Source: an optimization exercise on an open RTL-to-GDS flow (aim: small area). Production flows keep margins and buffers that such runs may drop.
RTL that was checked went through simulation tests only; none was proved equivalent to the original.
No driver is modelled on the clock port, so clock power and skew are understated where the tree is cut down; a real chip needs a root buffer or a tree.
Power and IR drop assume default switching activity.

==> module uart_tx, before the edit <==
module uart_tx(
    input clock, reset, result, compute,
    input [2:0] imgID,
    input [9:0] accuracy,
    input [8:0] bbx1, bby1, bbx2, bby2,
    output tx, txComplete
);
localparam CONV = 4'd5, DONE = 4'd4, IDLE = 4'd6, START = 4'd7, STOP = 4'd0;
localparam [4:0] R = 30;
localparam [4:0] K_ACC = 28, K_X1 = 13, K_Y1 = 26, K_X2 = 16, K_Y2 = 18, K_GO = 19;
localparam [4:0] C0 = 7, C1 = 15, C2 = 31, C3 = 30, C4 = 28, C5 = 24, C6 = 17, C7 = 3, C8 = 6, C9 = 13, C10 = 27, C11 = 23, C12 = 14, C13 = 29, C14 = 26, C15 = 21, C16 = 10, C17 = 20, C18 = 8, C19 = 16, C20 = 1, C21 = 2, C22 = 4, C23 = 9, C24 = 18, C25 = 5, C26 = 11;
reg txo;
reg [4:0] cc;
reg [3:0] sl;
reg [9:0] bc;       
reg [9:0] n;        
reg [3:0] d;        
reg [8:0] w1, w2, w3, w4;
localparam [9:0] BC_FULL = 10'd128, BC_HALF = 10'd224;
wire term = (bc[9:3] == 7'b1011110) & (bc[1:0] == 2'b01);
wire [9:0] bc_next = {bc[8:0], bc[9] ^ bc[6]};
wire isH = (cc == C5) | (cc == C10) | (cc == C14) | (cc == C18) | (cc == C22);
wire isT = (cc == C6) | (cc == C11) | (cc == C15) | (cc == C19) | (cc == C23);
wire isO = (cc == C8) | (cc == C12) | (cc == C16) | (cc == C20) | (cc == C24);
wire [9:0] cst = isH ? 10'd100 : 10'd10;
wire dig = isH | isT;
wire [10:0] diff = {1'b0, n} - {1'b0, cst};
wire ge = ~diff[10];
reg [7:0] msg;
always @* begin
    case (cc)
        C0, C25: msg = 8'h23;
        C1:      msg = {5'b00110, imgID};
        C3:      msg = {7'b0011000, result};
        C7:      msg = 8'h2e;
        C26:     msg = 8'h0a;
        C2, C4, C9, C13, C17, C21: msg = 8'h2d;
        C8, C12, C16, C20, C24: msg = {4'b0011, n[3:0]};
        default: msg = {4'b0011, d};
    endcase
end
wire bitval = sl[3] ? msg[sl[2:0]] : (sl != START);
reg [8:0] wsel;
always @* begin
    case (cc)
        C8:  wsel = w1;
        C12: wsel = w2;
        C16: wsel = w3;
        default: wsel = w4;
    endcase
end
always @(posedge clock) begin
    if (reset) begin
        txo <= 1'b0; cc <= R; sl <= CONV; bc <= BC_HALF;
    end else if (sl == CONV) begin
        if (compute) begin
            cc <= {cc[3:0], cc[4] ^ cc[2]};
            if (cc == K_ACC) n  <= accuracy;
            if (cc == K_X1)  w1 <= bbx1;
            if (cc == K_Y1)  w2 <= bby1;
            if (cc == K_X2)  w3 <= bbx2;
            if (cc == K_Y2)  w4 <= bby2;
            if (cc == K_GO)  sl <= IDLE;
        end
    end else if (sl != DONE) begin
        if (term) begin
            if (sl == STOP) begin
                sl <= IDLE; cc <= {cc[3:0], cc[4] ^ cc[2]}; bc <= BC_HALF;
            end else begin
                sl <= sl + 4'd1; bc <= BC_FULL;
            end
            if (sl == 4'd15 && cc == C26) sl <= DONE;
        end else begin
            bc <= bc_next;
            txo <= bitval;
        end
        if (sl == STOP) begin
            d <= 4'd0;
            if (isO) n <= {1'b0, wsel};
        end else if (sl == IDLE && dig && ge) begin
            n <= diff[9:0];
            d <= (d == 4'd9) ? 4'd0 : d + 4'd1;
        end
    end
end
assign tx = txo;
assign txComplete = (sl == DONE);
endmodule
export LEC_CHECK = 0
export CAP_MARGIN = 20
export CORE_MARGIN = 2
export CORE_UTILIZATION = 68
export SLEW_MARGIN = 20
create_clock -name core_clock -period 10.0 [get_ports {clock}]
standard.sh (not shown) runs the stock make flow with config.mk's settings and CLKGATE_MAP_FILE= SYNTH_SCRIPT=/design/flow/synth_recipe.tcl, a recipe that flattens the netlist after the stock synthesis.
==> flow/flow/run.sh <==
#!/bin/bash
# The standard layout (standard.sh) with these changes:
#  - synthesis maps the logic with an area-oriented ABC script (flow/area.abc),
#  - the port buffers are the smallest buffer, buf_1,
#  - the clock port drives four clkbuf_8 leaf buffers, one per quadrant of
#    the registers (flow/pre_cts.tcl), instead of TritonCTS's tree.
set -e
W=$PWD
export FLOW_DIR_OWN=$W/flow
export AREA_ABC_SCRIPT=$W/flow/area.abc
export BUFFER_PORTS_ARGS="-buffer_cell sky130_fd_sc_hd__buf_1"
export PRE_CTS_TCL=$W/flow/pre_cts.tcl
bash standard.sh SYNTH_SCRIPT=$W/flow/synth.tcl finish > $W/standard.log 2>&1
Other scripts of this flow, unchanged in this note and not shown: flow/flow/area.abc, flow/flow/leafbuf.tcl, flow/flow/pre_cts.tcl, flow/flow/synth.tcl
Change:
--- a/flow/design.v
+++ b/flow/design.v
@@ -5,13 +5,16 @@
     input [8:0] bbx1, bby1, bbx2, bby2,
     output tx, txComplete
 );
 localparam CONV = 4'd5, DONE = 4'd4, IDLE = 4'd6, START = 4'd7, STOP = 4'd0;
 localparam [4:0] R = 30;
 localparam [4:0] K_ACC = 28, K_X1 = 13, K_Y1 = 26, K_X2 = 16, K_Y2 = 18, K_GO = 19;
-localparam [4:0] C0 = 7, C1 = 15, C2 = 31, C3 = 30, C4 = 28, C5 = 24, C6 = 17, C7 = 3, C8 = 6, C9 = 13, C10 = 27, C11 = 23, C12 = 14, C13 = 29, C14 = 26, C15 = 21, C16 = 10, C17 = 20, C18 = 8, C19 = 16, C20 = 1, C21 = 2, C22 = 4, C23 = 9, C24 = 18, C25 = 5, C26 = 11;
+localparam [4:0] C0 = 7, C1 = 15, C2 = 31, C3 = 30, C4 = 28, C5 = 24, C6 = 17,
+    C7 = 3, C8 = 6, C9 = 13, C10 = 27, C11 = 23, C12 = 14, C13 = 29,
+    C14 = 26, C15 = 21, C16 = 10, C17 = 20, C18 = 8, C19 = 16, C20 = 1,
+    C21 = 2, C22 = 4, C23 = 9, C24 = 18, C25 = 5, C26 = 11;
 reg txo;
 reg [4:0] cc;
 reg [3:0] sl;
 reg [9:0] bc;       
 reg [9:0] n;        
 reg [3:0] d;        
=> The changed run completed with no timing, DRC or antenna violations. Cell area does not change. Worst setup slack does not change. Clock power stays flat. Synthesized cell count does not change. Utilization stays the same. Via count is unchanged. Final cell count stays the same. Global-route usage stays the same. First-iteration DRC count stays the same.
The RTL of the first run of this note was laid out without a check of its function. In every run of this note, the design's own scripts or RTL, not TritonCTS, make the clock network.

* * *

rev 12:
uart_tx, a different RTL version from the one above (not shown whole).
For scale: ~290 cells after synthesis, ~70 flip-flops, roughly 55 I/O pins, ~3200 µm² of cells after synthesis.
==> module uart_tx, before the edit <==
module uart_tx(
    input clock, reset, result, compute,
    input [2:0] imgID,
    input [9:0] accuracy,
    input [8:0] bbx1, bby1, bbx2, bby2,
    output tx, txComplete
);
localparam [3:0] CONV = 4'd5, IDLE = 4'd11, START = 4'd6, D0 = 4'd12, D1 = 4'd9, D2 = 4'd2, D3 = 4'd4,
    D4 = 4'd8, D5 = 4'd1, D6 = 4'd3, D7 = 4'd7, STOP = 4'd15, DONE = 4'd14;
localparam [4:0] R = 5;
localparam [4:0] K_ACC = 10, K_X1 = 29, K_Y1 = 17, K_X2 = 30, K_Y2 = 13, K_GO = 8;
localparam [4:0] C0 = 16, C1 = 1, C2 = 2, C3 = 5, C4 = 10, C5 = 21, C6 = 11,
    C7 = 23, C8 = 14, C9 = 29, C10 = 27, C11 = 22, C12 = 12, C13 = 24,
    C14 = 17, C15 = 3, C16 = 7, C17 = 15, C18 = 31, C19 = 30, C20 = 28,
    C21 = 25, C22 = 19, C23 = 6, C24 = 13, C25 = 26, C26 = 20;
reg txo;
reg [4:0] cc;
reg [3:0] sl;
reg [9:0] bc;       
reg [9:0] n;        
reg [3:0] d;        
reg [8:0] w1, w2, w3, w4;
localparam [9:0] BC_FULL = 10'd128, BC_HALF = 10'd224;
wire term = (bc[9:3] == 7'b1011110) & (bc[1:0] == 2'b01);
wire [9:0] bc_next = {bc[8:0], bc[9] ^ bc[6]};
wire isH = (cc == C5) | (cc == C10) | (cc == C14) | (cc == C18) | (cc == C22);
wire isT = (cc == C6) | (cc == C11) | (cc == C15) | (cc == C19) | (cc == C23);
wire isO = (cc == C8) | (cc == C12) | (cc == C16) | (cc == C20) | (cc == C24);
wire [9:0] cst = isH ? 10'd100 : 10'd10;
wire dig = isH | isT;
wire [10:0] diff = {1'b0, n} - {1'b0, cst};
wire ge = ~diff[10];
reg [7:0] msg;
always @* begin
    case (cc)
        C0, C25: msg = 8'h23;
        C1:      msg = {5'b00110, imgID};
        C3:      msg = {7'b0011000, result};
        C7:      msg = 8'h2e;
        C26:     msg = 8'h0a;
        C2, C4, C9, C13, C17, C21: msg = 8'h2d;
        C8, C12, C16, C20, C24: msg = {4'b0011, n[3:0]};
        default: msg = {4'b0011, d};
    endcase
end
reg bitval;
always @* begin
    case (sl)
        D0: bitval = msg[0];
        D1: bitval = msg[1];
        D2: bitval = msg[2];
        D3: bitval = msg[3];
        D4: bitval = msg[4];
        D5: bitval = msg[5];
        D6: bitval = msg[6];
        D7: bitval = msg[7];
        START: bitval = 1'b0;
        default: bitval = 1'b1;
    endcase
end
reg [8:0] wsel;
always @* begin
    case (cc)
        C8:  wsel = w1;
        C12: wsel = w2;
        C16: wsel = w3;
        default: wsel = w4;
    endcase
end
always @(posedge clock) begin
    if (reset) begin
        txo <= 1'b0; cc <= R; sl <= CONV; bc <= BC_HALF;
    end else if (sl == CONV) begin
        if (compute) begin
            cc <= {cc[3:0], cc[4] ^ cc[1]};
            if (cc == K_ACC) n  <= accuracy;
            if (cc == K_X1)  w1 <= bbx1;
            if (cc == K_Y1)  w2 <= bby1;
            if (cc == K_X2)  w3 <= bbx2;
            if (cc == K_Y2)  w4 <= bby2;
            if (cc == K_GO)  sl <= IDLE;
        end
    end else if (sl != DONE) begin
        if (term) begin
            if (sl == STOP) begin
                sl <= IDLE; cc <= {cc[3:0], cc[4] ^ cc[1]}; bc <= BC_HALF;
            end else begin
                sl <= {sl[2:0], sl[3] ^ sl[0]}; bc <= BC_FULL;
            end
            if (sl == D7 && cc == C26) sl <= DONE;
        end else begin
            bc <= bc_next;
            txo <= bitval;
        end
        if (sl == STOP) begin
            d <= 4'd0;
            if (isO) n <= {1'b0, wsel};
        end else if (sl == IDLE && dig && ge) begin
            n <= diff[9:0];
            d <= (d == 4'd9) ? 4'd0 : d + 4'd1;
        end
    end
end
assign tx = txo;
assign txComplete = (sl == DONE);
endmodule
Settings: LEC_CHECK=0, CAP_MARGIN=20, CORE_MARGIN=2, CORE_UTILIZATION=80, SLEW_MARGIN=20; clock period 10.0 ns.
==> flow/flow/run.sh <==
#!/bin/bash
# The standard layout (standard.sh) with these changes:
#  - synthesis maps the logic with an area-oriented ABC script (flow/area.abc,
#    which runs &deepsyn for up to 120 s),
#  - the port buffers are the smallest buffer, buf_1,
#  - the clock port drives four clkbuf_8 leaf buffers, one per quadrant of
#    the registers (flow/pre_cts.tcl), instead of TritonCTS's tree.
set -e
W=$PWD
export FLOW_DIR_OWN=$W/flow
export AREA_ABC_SCRIPT=$W/flow/area.abc
export BUFFER_PORTS_ARGS="-buffer_cell sky130_fd_sc_hd__buf_1"
export PRE_CTS_TCL=$W/flow/pre_cts.tcl
bash standard.sh SYNTH_SCRIPT=$W/flow/synth.tcl finish > $W/standard.log 2>&1
Other scripts of this flow, unchanged in this note and not shown: flow/flow/area.abc, flow/flow/leafbuf.tcl, flow/flow/pre_cts.tcl, flow/flow/synth.tcl
Rev 12: all stages complete, timing, DRC and antenna checks passed
[inputs] rev 13 vs rev 12
--- a/flow/design.v
+++ b/flow/design.v
@@ -20,9 +20,9 @@
 reg [9:0] n;        
 reg [3:0] d;        
 reg [8:0] w1, w2, w3, w4;
-localparam [9:0] BC_FULL = 10'd128, BC_HALF = 10'd224;
-wire term = (bc[9:3] == 7'b1011110) & (bc[1:0] == 2'b01);
-wire [9:0] bc_next = {bc[8:0], bc[9] ^ bc[6]};
+localparam [9:0] BC_FULL = 10'd1, BC_HALF = 10'd99;
+wire term = ({bc[9], bc[7], bc[5], bc[4], bc[3], bc[2], bc[1], bc[0]} == 8'b00000000);
+wire [9:0] bc_next = {bc[8:0], bc[9] ^ bc[2]};
 wire isH = (cc == C5) | (cc == C10) | (cc == C14) | (cc == C18) | (cc == C22);
 wire isT = (cc == C6) | (cc == C11) | (cc == C15) | (cc == C19) | (cc == C23);
 wire isO = (cc == C8) | (cc == C12) | (cc == C16) | (cc == C20) | (cc == C24);
Findings:
Compare rev 13 and rev 12 | sum of routed wire length over all layers lower: rev 13
Comparing the two runs side by side, rev 13 comes out ahead of rev 12 on worst setup slack.
Delta (rev 13 minus rev 12): mux share of post-synthesis cell area now sits lower, wire length on met2 lower, cell depth of the worst min-delay path shows a reduction of 1.
In every run of this note, the design's own scripts or RTL, not TritonCTS, make the clock network.

-- static timing again, ports no longer ideal --
The flow's constraints put no driver on any port. The routed layouts listed below were extracted and timed again, unchanged, in two steps.
Step 1 assumes that a clkbuf_16 drives the clock port and a buf_2 every other input.
Step 2 adds t to the input delays and takes it off the output delays; t is the mean of the earliest and latest rising clock arrival at the registers after step 1. Input paths then give back, and output paths get back, about the clock's delay inside the block.
Slacks: ideal ports / drivers / drivers and shift; pairs: ideal ports / drivers.
| run | shift t [ns] | setup slack, ns | hold slack, ns | slew at the worst register clock pin (ns) |
|---|---|---|---|---|
| the first run of note 1 | 0.217 | 6.227 / 6.227 / 6.227 | 0.466 / 0.466 / 0.466 | 0.11 / 0.11 |
| the second run of note 1 | 0.217 | 6.227 / 6.227 / 6.227 | 0.466 / 0.466 / 0.466 | 0.11 / 0.11 |
| rev 12 | 0.219 | 4.261 / 4.261 / 4.261 | 0.522 / 0.522 / 0.522 | 0.11 / 0.11 |
| rev 13 | 0.221 | 5.074 / 5.074 / 5.074 | 0.482 / 0.482 / 0.482 | 0.12 / 0.12 |
After both steps every run listed still meets setup and hold.
